Source: an optimization exercise on an open RTL-to-GDS flow (aim: small area, a short achievable clock period and few clock cycles). Production flows keep margins and buffers that such runs may drop.
At most, simulation tests tie the RTL to the original design; equivalence was not proved.
The RTL of run 1 was laid out without a check of its function.
Power is estimated from default activity; no workload was simulated.

--- flow/run.sh ---
#!/bin/bash
# Layout: the standard flow (standard.sh, unchanged synthesis), with the
# timing repair aiming at a shorter period than the clock constraint: the
# repair's setup margin (SETUP_SLACK_MARGIN) is set from flow/margin.txt.
set -euo pipefail
cd "$(dirname "$0")/.."
MARGIN=$(cat flow/margin.txt)
sed -E "s/\"\\\$\{@:-finish\}\"/SETUP_SLACK_MARGIN=$MARGIN \"\${@:-finish}\"/" standard.sh > flow_std.sh
grep -q "SETUP_SLACK_MARGIN=$MARGIN " flow_std.sh
bash flow_std.sh > flow_make.log 2>&1
--- flow/margin.txt ---
8
--- standard.sh ---
#!/bin/bash
# synth_recipe.tcl (not shown) runs the flow's synth.tcl, then flattens the netlist and writes it again
# the make line also repeats each setting of config.mk as NAME=value (left out here)
make -C /OpenROAD-flow-scripts/flow DESIGN_CONFIG=/design/flow/config.mk WORK_HOME=/design/flow/orfs CLKGATE_MAP_FILE= SYNTH_SCRIPT=/design/flow/synth_recipe.tcl "${@:-finish}"
--- config.mk ---
export PLATFORM = sky130hd
export DESIGN_NAME = procMonoc
export DESIGN_NICKNAME = procMonoc
export VERILOG_FILES = /design/flow/design.v
export SDC_FILE = /design/flow/constraint.sdc
export NUM_CORES = 4
export LEC_CHECK = 0
export CAP_MARGIN = 20
export CORE_MARGIN = 2
export CORE_UTILIZATION = 35
export SLEW_MARGIN = 20
--- constraint.sdc ---
create_clock -name core_clock -period 12.5 [get_ports {clk}]
set_input_delay 2.5000 -clock core_clock [delete_from_list [all_inputs] [get_ports {clk}]]
set_output_delay 2.5000 -clock core_clock [all_outputs]
set_load 0.01 [all_outputs]
--- design.v ---
module ALU(
  input  logic [31:0] a,
  input  logic [31:0] b,
  input  logic [3:0]  aluOp,
  output logic [31:0] sum,
  output logic        eq,
  output logic        lts,
  output logic        ltu,
  output logic [31:0] alures);
  logic [32:0] diff;
  assign sum  = a + b;
  assign diff = {1'b0, a} - {1'b0, b};
  assign eq   = a == b;
  assign ltu  = diff[32];
  assign lts  = (a[31] ^ b[31]) ? a[31] : diff[31];
  logic        shl;
  logic [31:0] shIn, shOut, shlOut;
  assign shl = aluOp[2:0] == 3'b001;
  always_comb
    for (int k = 0; k < 32; k = k + 1) shIn[k] = shl ? a[31 - k] : a[k];
  assign shOut = $unsigned($signed({aluOp[3] & a[31], shIn}) >>> b[4:0]);
  always_comb
    for (int k = 0; k < 32; k = k + 1) shlOut[k] = shOut[31 - k];
  always_comb begin
    case (aluOp[2:0])
      3'b000: alures = aluOp[3] ? diff[31:0] : sum;
      3'b001: alures = shlOut;
      3'b010: alures = {31'b0, lts};
      3'b011: alures = {31'b0, ltu};
      3'b100: alures = a ^ b;
      3'b101: alures = shOut;
      3'b110: alures = a | b;
      default: alures = a & b;
    endcase
  end
endmodule
module addInst(address, newAddress);
  input logic [31:0] address;
  output logic [31:0] newAddress;
  always @(*)
    newAddress = address + 32'h4;
endmodule
module branchUnit(
  input  logic [2:0] funct3,
  input  logic       eq,
  input  logic       lts,
  input  logic       ltu,
  output logic       taken);
  always_comb begin
    case (funct3)
      3'b000:  taken = eq;
      3'b001:  taken = ~eq;
      3'b100:  taken = lts;
      3'b101:  taken = ~lts;
      3'b110:  taken = ltu;
      3'b111:  taken = ~ltu;
      default: taken = 1'b0;
    endcase
  end
endmodule
module controlUnit(
  input  logic [31:0] inst,
  output logic        regWr,      
  output logic        isLoad,
  output logic        isStore,
  output logic        isBranch,
  output logic        isJal,
  output logic        isJalr,
  output logic        useRs2,     
  output logic [3:0]  aluOp,      
  output logic [1:0]  resSel);    
  logic [6:0] op;
  logic [2:0] f3;
  logic isLui, isAuipc, isOpImm, isOp;
  assign op = inst[6:0];
  assign f3 = inst[14:12];
  assign isLui    = op == 7'b0110111;
  assign isAuipc  = op == 7'b0010111;
  assign isJal    = op == 7'b1101111;
  assign isJalr   = op == 7'b1100111;
  assign isBranch = op == 7'b1100011;
  assign isLoad   = op == 7'b0000011;
  assign isStore  = op == 7'b0100011;
  assign isOpImm  = op == 7'b0010011;
  assign isOp     = op == 7'b0110011;
  assign regWr  = (isLui | isAuipc | isJal | isJalr | isLoad | isOpImm | isOp) && inst[11:7] != 5'd0;
  assign useRs2 = isOp | isBranch;
  assign aluOp  = isOp    ? {inst[30], f3} :
                  isOpImm ? {(f3 == 3'b101) & inst[30], f3} : 4'b0000;
  assign resSel = isLui ? 2'd1 : isAuipc ? 2'd2 : (isJal | isJalr) ? 2'd3 : 2'd0;
endmodule
module ImmGen(
  input  logic [31:0] inst,
  output logic [31:0] immExt);
  logic [6:0] op;
  assign op = inst[6:0];
  always_comb begin
    case (op)
      7'b0100011: immExt = {{20{inst[31]}}, inst[31:25], inst[11:7]};                        
      7'b1100011: immExt = {{19{inst[31]}}, inst[31], inst[7], inst[30:25], inst[11:8], 1'b0};  
      7'b0110111,
      7'b0010111: immExt = {inst[31:12], 12'b0};                                                
      7'b1101111: immExt = {{11{inst[31]}}, inst[31], inst[19:12], inst[20], inst[30:21], 1'b0};  
      default:    immExt = {{20{inst[31]}}, inst[31:20]};                                       
    endcase
  end
endmodule
module Mux2t1(data0, data1, select, dataOut);
  input logic select;
  input logic [31:0] data0;
  input logic [31:0] data1;
  output logic [31:0] dataOut;
  always @(*) begin
    if (select == 1) dataOut = data1;
    else dataOut = data0;
  end
endmodule
module Mux3t1(data0, data1, data2, select, dataOut);
  input logic [1:0] select;
  input logic [31:0] data0;
  input logic [31:0] data1;
  input logic [31:0] data2;
  output logic [31:0] dataOut;
  always @(*) begin
    case(select)
      2'b00: dataOut = data0;
      2'b01: dataOut = data1;
      2'b10: dataOut = data2;
      default: dataOut = data0;
    endcase
  end
endmodule
module progCount(addressIn, addressOut, clk, rst);
  input logic clk;
  input logic rst;
  input logic [31:0] addressIn;
  output logic [31:0] addressOut;
  always @(posedge clk or posedge rst) begin
    if (rst)
      addressOut <= 32'b0;
    else
      addressOut <= addressIn;
  end
endmodule
module RegisterFile (
    input  logic        clk,
    input  logic        we,
    input  logic [4:0]  wrAddr,
    input  logic [31:0] wrData,
    input  logic [4:0]  rdAddr1,
    input  logic [4:0]  rdAddr2,
    output logic [31:0] rdData1,
    output logic [31:0] rdData2);
  logic [31:1][31:0] regs;
  genvar i;
  for (i = 1; i < 32; i = i + 1) begin : g_reg
    always_ff @(posedge clk)
      if (we && wrAddr == i) regs[i] <= wrData;
  end
  always_comb begin
    rdData1 = 32'b0;
    rdData2 = 32'b0;
    for (int k = 1; k < 32; k = k + 1) begin
      rdData1 = rdData1 | ({32{rdAddr1 == k}} & regs[k]);
      rdData2 = rdData2 | ({32{rdAddr2 == k}} & regs[k]);
    end
  end
endmodule
module loadStoreUnit(
  input  logic [2:0]  funct3,
  input  logic        store,
  input  logic [1:0]  addrLo,
  input  logic [31:0] dataWr,
  input  logic [31:0] memRdata,
  output logic [31:0] memWdata,
  output logic [3:0]  memWstrb,
  output logic [31:0] dataRd);
  logic [7:0]  byteRd;
  logic [15:0] halfRd;
  always_comb begin
    case (addrLo)
      2'b00:   byteRd = memRdata[7:0];
      2'b01:   byteRd = memRdata[15:8];
      2'b10:   byteRd = memRdata[23:16];
      default: byteRd = memRdata[31:24];
    endcase
    halfRd = addrLo[1] ? memRdata[31:16] : memRdata[15:0];
    case (funct3)
      3'b000:  dataRd = {{24{byteRd[7]}}, byteRd};
      3'b001:  dataRd = {{16{halfRd[15]}}, halfRd};
      3'b100:  dataRd = {24'h0, byteRd};
      3'b101:  dataRd = {16'h0, halfRd};
      default: dataRd = memRdata;
    endcase
  end
  always_comb begin
    case (funct3[1:0])
      2'b00: begin
        memWdata = {4{dataWr[7:0]}};
        memWstrb = 4'b0001 << addrLo;
      end
      2'b01: begin
        memWdata = {2{dataWr[15:0]}};
        memWstrb = addrLo[1] ? 4'b1100 : 4'b0011;
      end
      default: begin
        memWdata = dataWr;
        memWstrb = 4'b1111;
      end
    endcase
    if (!store) memWstrb = 4'b0000;
  end
endmodule
module procMonoc(
  input  logic        clk,
  input  logic        rst,
  output logic [31:0] imem_addr,
  input  logic [31:0] imem_rdata,
  output logic [31:0] dmem_addr,
  output logic [31:0] dmem_wdata,
  output logic [3:0]  dmem_wstrb,
  output logic        dmem_we,
  input  logic [31:0] dmem_rdata);
  logic [31:0] pcE;       
  logic [31:0] aE;        
  logic [31:0] bE;        
  logic [31:0] cE;        
  logic [4:0]  rdE;
  logic        wrE, ldE, stE, brE, jalE, jalrE;
  logic [2:0]  f3E;
  logic [3:0]  aluOpE;
  logic [1:0]  resSelE;
  logic [31:0] sum, aluRes, pc4, tgt, res, ldData, wbData, npc;
  logic        eq, lts, ltu, taken;
  ALU alu(.a(aE), .b(bE), .aluOp(aluOpE), .sum(sum), .eq(eq), .lts(lts), .ltu(ltu), .alures(aluRes));
  branchUnit bu(.funct3(f3E), .eq(eq), .lts(lts), .ltu(ltu), .taken(taken));
  assign pc4 = pcE + 32'd4;
  assign tgt = pcE + cE;
  always_comb begin
    if (jalrE)                    npc = {sum[31:1], 1'b0};
    else if (jalE | (brE & taken)) npc = tgt;
    else                          npc = pc4;
  end
  assign imem_addr = npc;
  always_comb begin
    case (resSelE)
      2'd0: res = aluRes;
      2'd1: res = bE;
      2'd2: res = tgt;
      default: res = pc4;
    endcase
  end
  loadStoreUnit lsu(.funct3(f3E), .store(stE), .addrLo(sum[1:0]), .dataWr(cE), .memRdata(dmem_rdata),
                    .memWdata(dmem_wdata), .memWstrb(dmem_wstrb), .dataRd(ldData));
  assign dmem_addr = sum;
  assign dmem_we   = stE;
  assign wbData = ldE ? ldData : res;
  logic [31:0] inst, imm, rd1, rd2, rs1v, rs2v;
  logic        regWr, isLoad, isStore, isBranch, isJal, isJalr, useRs2;
  logic [3:0]  aluOp;
  logic [1:0]  resSel;
  assign inst = imem_rdata;
  controlUnit cu(.inst(inst), .regWr(regWr), .isLoad(isLoad), .isStore(isStore), .isBranch(isBranch),
                 .isJal(isJal), .isJalr(isJalr), .useRs2(useRs2), .aluOp(aluOp), .resSel(resSel));
  ImmGen ig(.inst(inst), .immExt(imm));
  RegisterFile rf(.clk(clk), .we(wrE), .wrAddr(rdE), .wrData(wbData),
                  .rdAddr1(inst[19:15]), .rdAddr2(inst[24:20]), .rdData1(rd1), .rdData2(rd2));
  assign rs1v = (wrE && rdE == inst[19:15]) ? wbData : rd1;
  assign rs2v = (wrE && rdE == inst[24:20]) ? wbData : rd2;
  always_ff @(posedge clk or posedge rst) begin
    if (rst) begin
      pcE   <= 32'hFFFF_FFFC;    
      wrE   <= 1'b0;
      stE   <= 1'b0;
      brE   <= 1'b0;
      jalE  <= 1'b0;
      jalrE <= 1'b0;
    end else begin
      pcE   <= npc;
      wrE   <= regWr;
      stE   <= isStore;
      brE   <= isBranch;
      jalE  <= isJal;
      jalrE <= isJalr;
    end
  end
  always_ff @(posedge clk) begin
    aE      <= rs1v;
    bE      <= useRs2 ? rs2v : imm;
    cE      <= isStore ? rs2v : imm;
    rdE     <= inst[11:7];
    ldE     <= isLoad;
    f3E     <= inst[14:12];
    aluOpE  <= aluOp;
    resSelE <= resSel;
  end
endmodule
==> notes.md, run 1 <==
Post-synth top area share - 49.4%
Core Area - 171000 sq um
Most common library cells after synthesis - edfxtp_1 (992), a22oi_1 (606), nand2_1 (434), nor2_1 (334), clkbuf_1 (315)
Worst-path clk slew - 60 ps
Worst vdd ir - 0.156 mV
CTS tree - yes
Area leader, netlist - edfxtp_1
Detailed-route vias per instance - 7.38
Port Buf Inserts - 166
Pwr/cell area - 171 nW/um^2
Synthesis warning total - 6
First-pass GRT wire length - 474000 um
F_max - 132 MHz
GRT Residual Overflow - 0
Cells after Synth - 5327
Clock Power Share - 28.2%
Top cells by area, synth - edfxtp_1 (49%), a22oi_1 (7.5%), dfxtp_1 (3.7%)
RSZ-0062 raised after global routing - yes
GRT Util Overall - 39.5%
P&R area growth vs syn - 31.4%
Iteration-0 DRC Markers - 13800
CP Max Fanout - 5
Fin area - 79200 sq um
Average cell area after synthesis - 11.3 sq um
Most common cell in the netlist - edfxtp_1
Maximum number of pins on one net before global-route repair - 60
Failed Checks - capacitance limit, slew limit
Fin crit share - 60.4%
Switch share - 36.3%
Status - complete, but fails checks
Total negative slack - 0 ps
CP Data Required Time - 10000 ps
Initial antenna violation count - 29
WHS - 677 ps
Sequential area share after synthesis - 54.7%
Placed instance area - 66000 sq um
Area of the multi-input gates - 30300 sq um
Die X-Extent - 419 um
Finish-stage setup viols - 0
Global placement routability congestion - 1.04
Hold-fix buffers at CTS - 0
Critical path type - reg -> out
Worst slew pin tran - 1910 ps
Combinational Power Share - 35.9%
Clk sink count - 1140
Slew HR - -27.3%
FF/Latch Area - 33100 sq um
P_int - 8.61 mW
Max clock buf depth - 3
Final-layout fill cell count - 15300
Worst-Skew Late Latency - 850 ps
Sw power - 4.91 mW
Routed WL - 368000 um
CP startpoint kind - flop
Synth Net Count - 5525
Final Hold Fails - 0
Routed wire per std cell - 44.4 um
Starting density of the core - 35.2%
Synth Cell Area - 60300 sq um
Netlist cell types - 101
Vias in the first global route - 55000
Num rows - 152
Hold WC Path Type - reg -> reg
Post-synth EDFFs - 992
Routed via count - 61200
Die footprint - 176000 sq um
Leakage - 27.5 nW
Hpwl dp - 212000 um
Fin nets - 6060
H-tree depth - 3
Final slew viol count - 13
Detailed Routing Iterations Pass 1 - 14
Ys async rst share - 3.25%
Register bit total from synthesis - 1140
Post-route DRC - 0
Top FF cell, synth - edfxtp_1
Flop pwr share - 35.9%
Routed Antenna Nets - 0
Max Cap Viol - 2
Die Ht - 419 um
Crit. End Element - output port
Setup slack at placement - 4340 ps
CP Data Arrival Time - 5050 ps
Final worst path period need - 7550 ps
Final worst slack - 4950 ps
Final Skew - 101 ps
I/O pins - 167
Clk root buf - clkbuf_16
Share of cells above drive strength 1 - 29.2%
CTS Buf Count - 118
-- flip-flops by register name, summed over array words and instances (netlist names) --
| signal | count |
|---|---|
| rf.regs | 992 |
| aE | 32 |
| bE | 32 |
| cE | 32 |
| pcE | 32 |
| rdE | 5 |
| aluOpE | 4 |
| f3E | 3 |
| resSelE | 2 |
| brE | 1 |
| jalE | 1 |
| jalrE | 1 |
| ldE | 1 |
| stE | 1 |
| wrE | 1 |
-- power groups by stage --
stage / combinational (mW) / sequential, mW / clock, mW
finish: 4.85 / 4.86 / 3.81
global route: 4.90 / 4.85 / 3.94
CTS: 3.96 / 4.84 / 3.78
detailed placement: 3.30 / 4.93 / 0
global placement: 3.31 / 4.93 / 0
floorplan: 1.82 / 4.84 / 0
-- worst max-delay path: stages (launching register included) --
cell       delay [ps]
dfxtp_4           370
buf_16            130
ha_4              160
fa_2              430
o21bai_4          220
o2111ai_4         180
a2111oi_4         360
buf_4             190
a2111oi_4          80
a211o_1           320
and2_4            190
o311a_4           310
o31ai_4           250
buf_6             150
buf_12            130
buf_16            140
mux2_4            310
o21ai_4           160
buf_6             130
-- cell type report --
type / instances / area share [%]
Clock inverter: 87 / 1.31
Tap cell: 2310 / 3.65
Timing Repair inverter: 6 / 0.0600
Sequential cell: 1140 / 41.8
Multi-Input combinational cell: 3688 / 38.2
Antenna cell: 25 / 0.0790
Clock buffer: 135 / 3.86
Inverter: 128 / 0.766
Timing Repair Buffer: 780 / 10.3
-- stage by stage --
step / utilization, % / cells / power [mW]
finish: 46.2 / 8299 / 13.5
global route: 46.2 / 8282 / 13.7
CTS: 43.9 / 8048 / 12.6
detailed placement: 38.5 / 7576 / 8.23
global placement: 38.5 / 7576 / 8.24
floorplan: - / 5327 / 6.65
-- cell usage in the layout (no fill, tap or decap), types with 96 or more instances in the layout --
cell type	synthesis	routed
nand3_1	155	138
nand4_1	131	131
inv_1	120	100
a22oi_1	606	605
buf_6	9	148
clkbuf_16	0	132
edfxtp_1	992	992
a22o_1	161	159
buf_4	12	374
a221oi_1	175	168
a21oi_1	264	185
o21ai_0	165	109
ha_1	128	96
nor2_1	334	219
nor2_4	0	104
nand2_1	434	401
-- path summary, 6_finish.rpt --
kind	startpoint	endpoint	slack [ps]	depth (start not counted)
worst min-delay path	pcE[0]	pcE[0]	680	2
max in group asynchronous	rst	pcE[0]	9770	3
worst max register to register	bE[0]	rf.regs[637]	6830	31
worst min register to register	pcE[0]	pcE[0]	680	2
min in group asynchronous	rst	jalrE	2150	3
worst max-delay path	bE[0]	imem_addr[14]	4950	18
-- per-layer routing --
metal	track usage (%)	routed length (um)	vias to the layer above
met5	0.111	893	-
met4	33.4	42200	28
met3	18.6	63000	2283
met2	55.8	146000	7003
met1	44.8	116000	29400
li1	-	-	22500
-- what timing repair did --
item | CTS | global route
cloned | 27 | 38
resized for setup | 1085 | 478
setup endpoints to repair | 1187 | 677
pin swaps | 167 | 162
buffers inserted | 223 | 187
-- logic make-up (layout without fill, tap and decap cells) --
family	count (synthesis)	in the layout	share of synthesized area, %
xor gates and xnor gates	113	113	1.64
AOI/OAI and AO/OA	1846	1851	22.5
and+or+nand+nor	1374	1398	10.7
DFF	1140	1140	54.7
muxes	194	194	4.21
other	0	25	0
adders and majority gates	132	132	2.79
buffers and inverters	528	1136	3.52
==> inputs of run 2 (changes only) <==
--- a/design.v
+++ b/design.v
@@ -9,4 +9,5 @@
   output logic [31:0] alures);
   logic [32:0] diff;
+  logic [31:0] shr;
   assign sum  = a + b;
   assign diff = {1'b0, a} - {1'b0, b};
@@ -14,20 +15,13 @@
   assign ltu  = diff[32];
   assign lts  = (a[31] ^ b[31]) ? a[31] : diff[31];
-  logic        shl;
-  logic [31:0] shIn, shOut, shlOut;
-  assign shl = aluOp[2:0] == 3'b001;
-  always_comb
-    for (int k = 0; k < 32; k = k + 1) shIn[k] = shl ? a[31 - k] : a[k];
-  assign shOut = $unsigned($signed({aluOp[3] & a[31], shIn}) >>> b[4:0]);
-  always_comb
-    for (int k = 0; k < 32; k = k + 1) shlOut[k] = shOut[31 - k];
+  assign shr  = $unsigned($signed({aluOp[3] & a[31], a}) >>> b[4:0]);
   always_comb begin
     case (aluOp[2:0])
       3'b000: alures = aluOp[3] ? diff[31:0] : sum;
-      3'b001: alures = shlOut;
+      3'b001: alures = a << b[4:0];
       3'b010: alures = {31'b0, lts};
       3'b011: alures = {31'b0, ltu};
       3'b100: alures = a ^ b;
-      3'b101: alures = shOut;
+      3'b101: alures = shr;
       3'b110: alures = a | b;
       default: alures = a & b;
==> run.sh (new file) <==
#!/bin/bash
# synth_recipe.tcl (not shown) runs the flow's synth.tcl, then flattens the netlist and writes it again
# the make line also repeats each setting of config.mk as NAME=value (left out here)
make -C /OpenROAD-flow-scripts/flow DESIGN_CONFIG=/design/flow/config.mk WORK_HOME=/design/flow/orfs CLKGATE_MAP_FILE= SYNTH_SCRIPT=/design/flow/synth_recipe.tcl finish
--- a/config.mk
+++ b/config.mk
@@ -9,3 +9,4 @@
 export CORE_MARGIN = 2
 export CORE_UTILIZATION = 35
+export SETUP_SLACK_MARGIN = 0.3
 export SLEW_MARGIN = 20
removed: flow/run.sh
removed: flow/margin.txt
removed: standard.sh
==> notes.md, run 2 <==
Status - no timing/DRC/antenna violations
Detailed Routing Iterations Pass 1 - 14
Critical path type - reg -> out
Initial antenna violation count - 36
Worst-path clk slew - 70 ps
Combinational Power Share - 28.8%
F_max - 93.5 MHz
Final Skew - 90.5 ps
Reg with most FFs - rf.regs
Most frequent cells in the layout - edfxtp_1 (992), a22oi_1 (586), nand2_1 (336)
Crit-path slowest cell - o311ai_1
Iteration-0 DRC Markers - 13400
CTS Buf Count - 114
Worst slew pin tran - 1340 ps
First-pass GRT wire length - 444000 um
GRT Util Overall - 36.7%
Register bit total from synthesis - 1140
Vias in the first global route - 51800
Routed Antenna Nets - 0
Maximum number of pins on one net before global-route repair - 63
Worst vdd ir - 0.124 mV
Fin crit share - 85.6%
Synth Net Count - 5506
Core Area - 172000 sq um
Die X-Extent - 420 um
Average cell area after synthesis - 11.4 sq um
Synthesis warning total - 6
Sequential area share after synthesis - 54.6%
Setup Buffers After CTS - 0
Netlist cell types - 100
I/O pins - 167
Final worst path period need - 10700 ps
Clock Power Share - 30.2%
Die Ht - 420 um
Post-synth top area share - 49.3%
CP Max Fanout - 37
Most common cell in the netlist - edfxtp_1
Routed WL - 335000 um
Pwr/cell area - 171 nW/um^2
Largest register FFs - 992
Num rows - 152
Layout Cells excl Fill - 7818
Kind of cell adding the most delay to the critical path - compound AO/OA/AOI/OAI gates
Max Cap Viol - 0
Die footprint - 176000 sq um
Ys async rst share - 3.25%
Hold WC Path Type - reg -> reg
Hpwl dp - 208000 um
Post-route DRC - 0
DP Cell Count - 7575
Clk root buf - clkbuf_16
Routed via count - 57000
Top FF cell, synth - edfxtp_1
Clk sink count - 1140
Slew HR - 10.7%
P&R area growth vs syn - 15.1%
CP Data Required Time - 10000 ps
Fin nets - 5583
Finish-stage setup viols - 0
CP Buf/Inv Count - 3
Overall Power - 11.9 mW
Final slew viol count - 0
Routed wire per std cell - 42.9 um
Global placement routability congestion - 1.03
H-tree depth - 3
Crit. End Element - output port
CP Data Arrival Time - 8200 ps
Area leader, netlist - edfxtp_1
Share of cells above drive strength 1 - 12.0%
Hold-fix buffers at CTS - 0
Crit path cell chain - buf_4 -> clkinv_1 -> ha_1 -> nor3_1 -> nor2b_1 -> o21ai_1 -> a2111o_1 -> a21oi_1 -> nor4_1 -> o31ai_1 -> a21oi_1 -> nor2_1 -> nor2_1 -> fa_1 -> nand2_1 -> o31ai_1 -> nand2_1 -> o31ai_1 -> a31oi_1 -> nand2_1 -> o311ai_1 -> clkdlybuf4s50_1
Switch share - 35.1%
Max clock buf depth - 3
Sw power - 4.17 mW
Synth Cell Area - 60400 sq um
Flop pwr share - 41.0%
Post-synth EDFFs - 992
Resize count post-CTS - 0
RSZ-0062 raised after global routing - no
Cells after Synth - 5307
Most common library cells after synthesis - edfxtp_1 (992), a22oi_1 (586), nor2_1 (364), nand2_1 (337), clkbuf_1 (304)
P_int - 7.70 mW
Worst-Skew Late Latency - 820 ps
CP startpoint kind - flop
CTS tree - yes
Final Hold Fails - 0
Most common cell after layout, fill and taps aside - edfxtp_1
Top cells by area, synth - edfxtp_1 (49%), a22oi_1 (7.3%), dfxtp_1 (3.7%)
Worst path max stage delay - 710 ps
Leakage - 23.5 nW
GRT Residual Overflow - 0
Port Buf Inserts - 166
Detailed-route vias per instance - 7.30
Total negative slack - 0 ps
Starting density of the core - 35.2%
run 2: layout make-up:
cell class / instances / area, sq um
antenna: 31 / 77.6
clock buffer: 135 / 2960
clock inverter: 74 / 832
fill: 16300 / 102000
inverter: 153 / 574
multi-input combinational: 3611 / 26100
sequential: 1140 / 33000
tap: 2310 / 2890
timing repair buffer: 364 / 3200
run 2: cell families after synthesis:
logic type,share of synthesized area (%)
compound gates,22.7
simple gates,9.92
flops,54.6
buf+inv,3.75
mux,4.57
fa+ha+maj,2.80
xor+xnor,1.70
run 2: worst register-to-register path, stage by stage, from the launching register on:
cell      delay, ps
dfxtp_1         310
buf_4           350
clkinv_1        640
ha_1            660
nor3_1          660
nor2b_1         250
o21ai_1         120
a2111o_1        450
a21oi_1         330
nor4_1          160
o31ai_1         310
a21oi_1         110
nor2_1          100
nor2_1           70
fa_1            490
o31ai_1         120
a21oi_1         320
o211ai_1        140
a211oi_1        760
o211a_1         290
a31oi_2         110
buf_4           260
o21ai_0         240
buf_4           160
o21ai_0          70
run 2: final timing paths:
| kind | startpoint | to | slack [ps] | depth (start not counted) |
|---|---|---|---|---|
| min reg2reg | pcE[0] | pcE[0] | 640 | 2 |
| max in group asynchronous | rst | jalE | 9860 | 3 |
| max reg2reg | bE[4] | cE[31] | 4910 | 24 |
| min in group asynchronous | rst | pcE[1] | 2190 | 3 |
| min | pcE[0] | pcE[0] | 640 | 2 |
| max | bE[4] | imem_addr[28] | 1800 | 22 |
run 2: per-stage QoR:
stage / instance area, sq um / setup slack (ps) / utilization, % / hold slack (ps)
floorplan: 60400 / 4990 / - / 599
global placement: 65600 / 2740 / 38.3 / 631
detailed placement: 65700 / 2830 / 38.3 / 612
CTS: 69500 / 2010 / 40.5 / 628
global route: 69600 / 1440 / 40.5 / 662
finish: 69600 / 1800 / 40.6 / 641
run 2: power by group through the flow:
stage	Clock, mW	Sequential (mW)	Combinational (mW)
final	3.59	4.87	3.42
after global routing	3.71	4.87	3.51
after CTS	3.57	4.86	3.28
after detailed placement	0	4.94	3.26
after global placement	0	4.94	3.27
after floorplan	0	4.85	1.74
run 2: routing by layer:
layer | GRT usage (%) | vias to the layer above | wire length, um
met5 | 0 | - | 259
met4 | 26.9 | 36 | 32400
met3 | 15.1 | 1782 | 53800
met2 | 53.0 | 6275 | 137000
met1 | 43.7 | 27500 | 111000
li1 | - | 21400 | -
Testbench counts of run 2, summed over its fixed seeds: cycles 212,704.

-- afterwards: timing with drivers on the ports --
No port has a modelled driver above. Below, the same layouts with a new extraction and two added sets of constraints. Step 1 (the two cells are an assumption about what drives the block):
set clk [get_ports {clk}]
set_driving_cell -lib_cell sky130_fd_sc_hd__clkbuf_16 $clk
set_driving_cell -lib_cell sky130_fd_sc_hd__buf_2 [delete_from_list [all_inputs] $clk]
Step 2 also shifts input and output timing later by t, the mid clock arrival at the registers, as if the neighbouring blocks saw the same clock. a / b / c = no drivers / after step 1 / after step 2; a / b = the first two.
run | t (ns) | setup WS [ns] | clock arrival spread, ns | worst data-port slew with drivers (ns)
run 1 | 0.886 | 4.951 / 4.865 / 5.751 | 0.106 / 0.105 | 0.14
run 2 | 0.852 | 1.800 / 1.721 / 2.573 | 0.091 / 0.090 | 0.28
